Background: an optimization exercise with open tools, aiming at small area, a short achievable clock period and few clock cycles per item. Do not read the settings as production practice. The RTL was checked by simulation tests, not by an equivalence proof against the original design. The clock port is modelled as an ideal driver, which makes a skipped or thinned clock tree look cheaper than it is; a real chip needs a root buffer or a tree. Power figures rest on the tool's default switching activity, not on a simulated workload.

## functions
module functions(input clk,
                 input rst,
                 input [7:0] a,
                 input [7:0] b,
                 input start,
                 output wire [9:0] out,
                 output wire busy
                );
Size: ~11 flip-flops, about 870 µm² of cells after synthesis.
Settings: LEC_CHECK=0, CAP_MARGIN=20, CORE_AREA=4 4 66 66, DIE_AREA=0 0 70 70, SETUP_SLACK_MARGIN=3.3, SLEW_MARGIN=20, TNS_END_PERCENT=30; clock period 5.5 ns.
standard.sh (not shown) runs the stock make flow with config.mk's settings and CLKGATE_MAP_FILE= SYNTH_SCRIPT=/design/flow/synth_recipe.tcl, a recipe that flattens the netlist after the stock synthesis.
==> flow/flow/run.sh <==
#!/bin/bash
# The standard layout (standard.sh), with three changes:
#  - synthesis maps the logic with its own delay-driven ABC script
#    (flow/abc.script) and leaves adders to ABC instead of ORFS's
#    full/half-adder cells;
#  - the port buffers are the smallest buffer instead of the resizer's
#    default pick (a slow delay buffer);
#  - the clock tree is one buffer (flow/post_cts.tcl).
set -euo pipefail
here=$(pwd)
cat flow/abc_wrap.tcl synth_recipe.tcl > own_synth.tcl
export MY_ABC_SCRIPT=$here/flow/abc.script
export MY_ABC_D=1000
bash standard.sh SYNTH_SCRIPT=$here/own_synth.tcl ADDER_MAP_FILE= \
  BUFFER_PORTS_ARGS="-buffer_cell sky130_fd_sc_hd__buf_1" \
  CTS_ARGS="-sink_clustering_enable -repair_clock_nets -dont_use_dummy_load -buf_list sky130_fd_sc_hd__clkbuf_4 -root_buf sky130_fd_sc_hd__clkbuf_4" \
  POST_CTS_TCL=$here/flow/post_cts.tcl \
  finish > orfs_flow.log 2>&1
==> flow/flow/abc.script <==
strash
dch
map -D 1000
topo
stime -c
buffer -c
upsize -c -D 1000
dnsize -c -D 1000
Other scripts of this flow, unchanged in this note and not shown: flow/flow/abc_wrap.tcl, flow/flow/post_cts.tcl
The first run produced a clean layout.
Testbench counts at the start, summed over its fixed seeds: cycles 800, items 800.
Change:
--- a/flow/flow/abc.script
+++ b/flow/flow/abc.script
@@ -2 +2 @@
-dch
+dch -f
Settings changed: SETUP_SLACK_MARGIN 3.3 to 3.2, TNS_END_PERCENT 30 to 10.
- total power rises by 4.8%
- die area stays the same
- cell area rises by 7.6%
- sequential power barely changes
- final cell count rises by 2.8%
Change:
==> flow/flow/abc.script (replaced) <==
strash
dch
map -D 1000
strash
dch
map -D 1000
topo
stime -c
buffer -c
upsize -c -D 1000
dnsize -c -D 1000
Result: Via count falls by 5.5%. Worst hold slack improved by 0.052 ns. Sequential power barely changes. Worst setup slack improves by 0.084 ns. Maximum frequency climbs by 3.6%. Global-route usage drops by 0.57 points. Count of clock-buffer cells in the layout does not change. Final cell count goes down by 2.7%. Routed wire length goes down by 6.8%. Clock skew does not change.
Change:
--- a/flow/flow/run.sh
+++ b/flow/flow/run.sh
@@ -16 +16 @@
-  CTS_ARGS="-sink_clustering_enable -repair_clock_nets -dont_use_dummy_load -buf_list sky130_fd_sc_hd__clkbuf_4 -root_buf sky130_fd_sc_hd__clkbuf_4" \
+  CTS_ARGS="-sink_clustering_enable -repair_clock_nets -buf_list sky130_fd_sc_hd__clkbuf_4 -root_buf sky130_fd_sc_hd__clkbuf_4" \
==> flow/flow/abc.script (replaced) <==
strash
dch
map -D 1000
topo
stime -c
buffer -c
upsize -c -D 1000
dnsize -c -D 1000
Settings changed: SETUP_SLACK_MARGIN 3.2 to default, TNS_END_PERCENT 10 to default.
Result: First-iteration DRC count came out lower by 4.9%. Fmax came out lower by 4.8%. Routed wire length came out lower by 3.1%. Hold slack is worse by 0.027 ns. Flip-flop and latch count does not change. Total power is about the same. Critical path depth does not change.

---

the previous run:
functions again, from the RTL that the note above started with.
Settings: LEC_CHECK=0, CAP_MARGIN=20, CORE_AREA=4 4 66 66, DIE_AREA=0 0 70 70, SETUP_SLACK_MARGIN=3.2, SLEW_MARGIN=20, TNS_END_PERCENT=10; clock period 5.5 ns.
==> flow/flow/run.sh <==
#!/bin/bash
# The standard layout (standard.sh), with three changes:
#  - synthesis maps the logic with its own delay-driven ABC script
#    (flow/abc.script) and leaves adders to ABC instead of ORFS's
#    full/half-adder cells;
#  - the port buffers are the smallest buffer instead of the resizer's
#    default pick (a slow delay buffer);
#  - the clock tree is one buffer (flow/post_cts.tcl).
set -euo pipefail
here=$(pwd)
cat flow/abc_wrap.tcl synth_recipe.tcl > own_synth.tcl
export MY_ABC_SCRIPT=$here/flow/abc.script
export MY_ABC_D=1000
bash standard.sh SYNTH_SCRIPT=$here/own_synth.tcl ADDER_MAP_FILE= \
  BUFFER_PORTS_ARGS="-buffer_cell sky130_fd_sc_hd__buf_1" \
  CTS_ARGS="-sink_clustering_enable -repair_clock_nets -dont_use_dummy_load -buf_list sky130_fd_sc_hd__clkbuf_4 -root_buf sky130_fd_sc_hd__clkbuf_4" \
  POST_CTS_TCL=$here/flow/post_cts.tcl \
  finish > orfs_flow.log 2>&1
==> flow/flow/abc.script <==
strash
dch
map -D 1000
topo
stime -c
Other scripts of this flow, unchanged in this note and not shown: flow/flow/abc_wrap.tcl, flow/flow/post_cts.tcl
The previous run: no failed stages, no open violations at the end
Testbench counts of the previous run, summed over its fixed seeds: cycles 800, items 800.
The inputs of the current run differ from those of the previous run as listed below.
==> flow/flow/abc.script <==
strash
dch
map -D 1000
topo
stime -c
buffer -c
upsize -c -D 1000
dnsize -c -D 1000
Findings:
In the metrics for the previous run and the current run, the one carrying the higher global routing usage summed across all routing layers is the previous run.
Compared with the previous run, detailed placement HPWL in the current run decreased slightly.
Non-clock buffer count came out lower on the current run than on the previous run.
Delta (the current run minus the previous run): wire length of the first global-routing pass shows a reduction of 6.9%, non-clock buffer area fraction after layout shows a reduction of 3.5 points, internal power shows a reduction of 2.9%, total power shows a reduction of 3.1%, final worst slack shows an increase of 0.0056 ns.

---

functions again, from the RTL that the note above started with.
==> flow/config.mk <==
export PLATFORM = sky130hd
export DESIGN_NAME = functions
export DESIGN_NICKNAME = functions
export VERILOG_FILES = /design/flow/design.v
export SDC_FILE = /design/flow/constraint.sdc
export NUM_CORES = 4
export LEC_CHECK = 0
export CAP_MARGIN = 20
export CORE_AREA = 4 4 66 66
export DIE_AREA = 0 0 70 70
export SLEW_MARGIN = 20
==> flow/constraint.sdc <==
create_clock -name core_clock -period 5.5 [get_ports {clk}]
set_input_delay 1.1000 -clock core_clock [delete_from_list [all_inputs] [get_ports {clk}]]
set_output_delay 1.1000 -clock core_clock [all_outputs]
set_load 0.01 [all_outputs]
==> flow/flow/abc.script <==
strash
dch
map -D 1000
topo
stime -c
buffer -c
upsize -c -D 1000
dnsize -c -D 1000
==> flow/flow/abc_wrap.tcl <==
# Runs Yosys's abc with this flow's own ABC script (flow/abc.script) and
# delay target in place of ORFS's; everything else in the synthesis is
# the standard script, which this file is put in front of.
proc abc {args} {
  set i [lsearch -exact $args -script]
  if {$i >= 0} { set args [lreplace $args $i [expr {$i + 1}] -script $::env(MY_ABC_SCRIPT)] }
  set i [lsearch -exact $args -D]
  if {$i >= 0} { set args [lreplace $args $i [expr {$i + 1}]] }
  lappend args -D $::env(MY_ABC_D)
  puts "abc (own script): $args"
  yosys abc {*}$args
}
==> flow/flow/post_cts.tcl <==
# After CTS: the clock tree TritonCTS builds for this small design is a root
# buffer feeding two leaf buffers. Drive every clock sink from the root
# buffer instead and remove the leaf buffers, so the clock port feeds one
# buffer and that buffer feeds all the flip-flops.
set block [ord::get_db_block]
set clk_port_net [$block findNet clk]
set root ""
foreach it [$clk_port_net getITerms] {
  if {[$it isInputSignal] || [[$it getMTerm] getIoType] eq "INPUT"} {
    set root [$it getInst]
  }
}
if {$root eq ""} { error "post_cts: no buffer on the clock port" }
set root_out ""
foreach it [$root getITerms] {
  if {[[$it getMTerm] getIoType] eq "OUTPUT"} { set root_out [$it getNet] }
}
puts "post_cts: root buffer [$root getName] drives [$root_out getName]"
set leaves {}
foreach it [$root_out getITerms] {
  set inst [$it getInst]
  if {$inst eq $root} { continue }
  if {[string match "*clkbuf*" [[$inst getMaster] getName]]} { lappend leaves $inst }
}
foreach leaf $leaves {
  set out ""
  foreach it [$leaf getITerms] {
    if {[[$it getMTerm] getIoType] eq "OUTPUT"} { set out [$it getNet] }
  }
  set sinks {}
  foreach it [$out getITerms] {
    if {[$it getInst] ne $leaf} { lappend sinks $it }
  }
  foreach it $sinks {
    $it disconnect
    $it connect $root_out
  }
  puts "post_cts: removed [$leaf getName], [llength $sinks] sinks moved to [$root_out getName]"
  odb::dbInst_destroy $leaf
  odb::dbNet_destroy $out
}
Scripts as last shown in full above: flow/flow/run.sh
The baseline completed without violations.
Testbench counts at the start, summed over its fixed seeds: cycles 800, items 800.
==> next run, changes <==
--- a/flow/flow/run.sh
+++ b/flow/flow/run.sh
@@ -14,5 +14,5 @@
 bash standard.sh SYNTH_SCRIPT=$here/own_synth.tcl ADDER_MAP_FILE= \
   BUFFER_PORTS_ARGS="-buffer_cell sky130_fd_sc_hd__buf_1" \
-  CTS_ARGS="-sink_clustering_enable -repair_clock_nets -dont_use_dummy_load -buf_list sky130_fd_sc_hd__clkbuf_4 -root_buf sky130_fd_sc_hd__clkbuf_4" \
+  CTS_ARGS="-sink_clustering_enable -repair_clock_nets -dont_use_dummy_load -buf_list sky130_fd_sc_hd__clkbuf_8 -root_buf sky130_fd_sc_hd__clkbuf_8" \
   POST_CTS_TCL=$here/flow/post_cts.tcl \
   finish > orfs_flow.log 2>&1
--- a/flow/config.mk
+++ b/flow/config.mk
@@ -9,3 +9,5 @@
 export CORE_AREA = 4 4 66 66
 export DIE_AREA = 0 0 70 70
+export SETUP_SLACK_MARGIN = 3.2
 export SLEW_MARGIN = 20
+export TNS_END_PERCENT = 10
=> Final area went up by 4.0%. Fmax rose by about 5%. Global-route usage barely changes. Setup slack gets better by 0.11 ns. Sequential power hardly moves. Routed wire length came out higher by 0.98%. Via count went up by 1.1%. Synthesized cell count stays the same.
==> next run, changes <==
--- a/flow/flow/run.sh
+++ b/flow/flow/run.sh
@@ -11,8 +11,8 @@
 cat flow/abc_wrap.tcl synth_recipe.tcl > own_synth.tcl
 export MY_ABC_SCRIPT=$here/flow/abc.script
-export MY_ABC_D=1000
+export MY_ABC_D=1500
 bash standard.sh SYNTH_SCRIPT=$here/own_synth.tcl ADDER_MAP_FILE= \
   BUFFER_PORTS_ARGS="-buffer_cell sky130_fd_sc_hd__buf_1" \
-  CTS_ARGS="-sink_clustering_enable -repair_clock_nets -dont_use_dummy_load -buf_list sky130_fd_sc_hd__clkbuf_8 -root_buf sky130_fd_sc_hd__clkbuf_8" \
+  CTS_ARGS="-sink_clustering_enable -repair_clock_nets -dont_use_dummy_load -buf_list sky130_fd_sc_hd__clkbuf_4 -root_buf sky130_fd_sc_hd__clkbuf_4" \
   POST_CTS_TCL=$here/flow/post_cts.tcl \
   finish > orfs_flow.log 2>&1
==> flow/flow/abc.script (replaced) <==
strash
dch
map -D 1500
topo
stime -c
buffer -c
upsize -c -D 1500
dnsize -c -D 1500
--- a/flow/config.mk
+++ b/flow/config.mk
@@ -9,5 +9,3 @@
 export CORE_AREA = 4 4 66 66
 export DIE_AREA = 0 0 70 70
-export SETUP_SLACK_MARGIN = 3.2
 export SLEW_MARGIN = 20
-export TNS_END_PERCENT = 10
Core utilization came out lower by 2.6 points.
Wire length falls by 12%.
Power goes down by 4.7%.
Count of clock-buffer cells in the layout stays the same.

## static timing again, ports no longer ideal
The results above use ideal ports. As a check the final layouts listed here were re-extracted and re-timed, cells and wires unchanged.
Step 1 (the two cells are an assumption about what drives the block):
set clk [get_ports {clk}]
set_driving_cell -lib_cell sky130_fd_sc_hd__clkbuf_16 $clk
set_driving_cell -lib_cell sky130_fd_sc_hd__buf_2 [delete_from_list [all_inputs] $clk]
Step 2, shift: input delay + t, output delay - t, t = (earliest + latest rising clock arrival at the registers) / 2. This alone moves slack from input paths to output paths.
a / b / c = no drivers / after step 1 / after step 2; a / b = the first two.
run	shift t [ns]	slack for setup (ns)	hold slack, ns	worst setup path after step 2
the first run of note 1	0.189	3.097 / 3.077 / 3.002	0.492 / 0.492 / 0.492	input to register
the second run of note 1	0.186	3.059 / 3.041 / 2.976	0.481 / 0.481 / 0.481	input to register
the third run of note 1	0.185	3.144 / 3.125 / 2.964	0.532 / 0.532 / 0.532	input to register
the fourth run of note 1	0.192	3.024 / 3.005 / 2.958	0.505 / 0.505 / 0.505	input to register
the previous run	0.194	3.091 / 3.071 / 2.946	0.504 / 0.504 / 0.504	input to register
the current run	0.189	3.097 / 3.077 / 3.002	0.492 / 0.492 / 0.492	input to register
the first run of note 3	0.186	3.031 / 3.012 / 2.953	0.505 / 0.505 / 0.505	input to register
the second run of note 3	0.154	3.144 / 3.122 / 3.015	0.492 / 0.492 / 0.492	input to register
the third run of note 3	0.188	2.802 / 2.802 / 2.615	0.485 / 0.485 / 0.485	input to register
After both steps setup and hold are still met in every run listed. For the third run of note 3, which loses most, drivers alone change the setup slack by 0.000 ns; drivers and shift together by -0.187 ns.
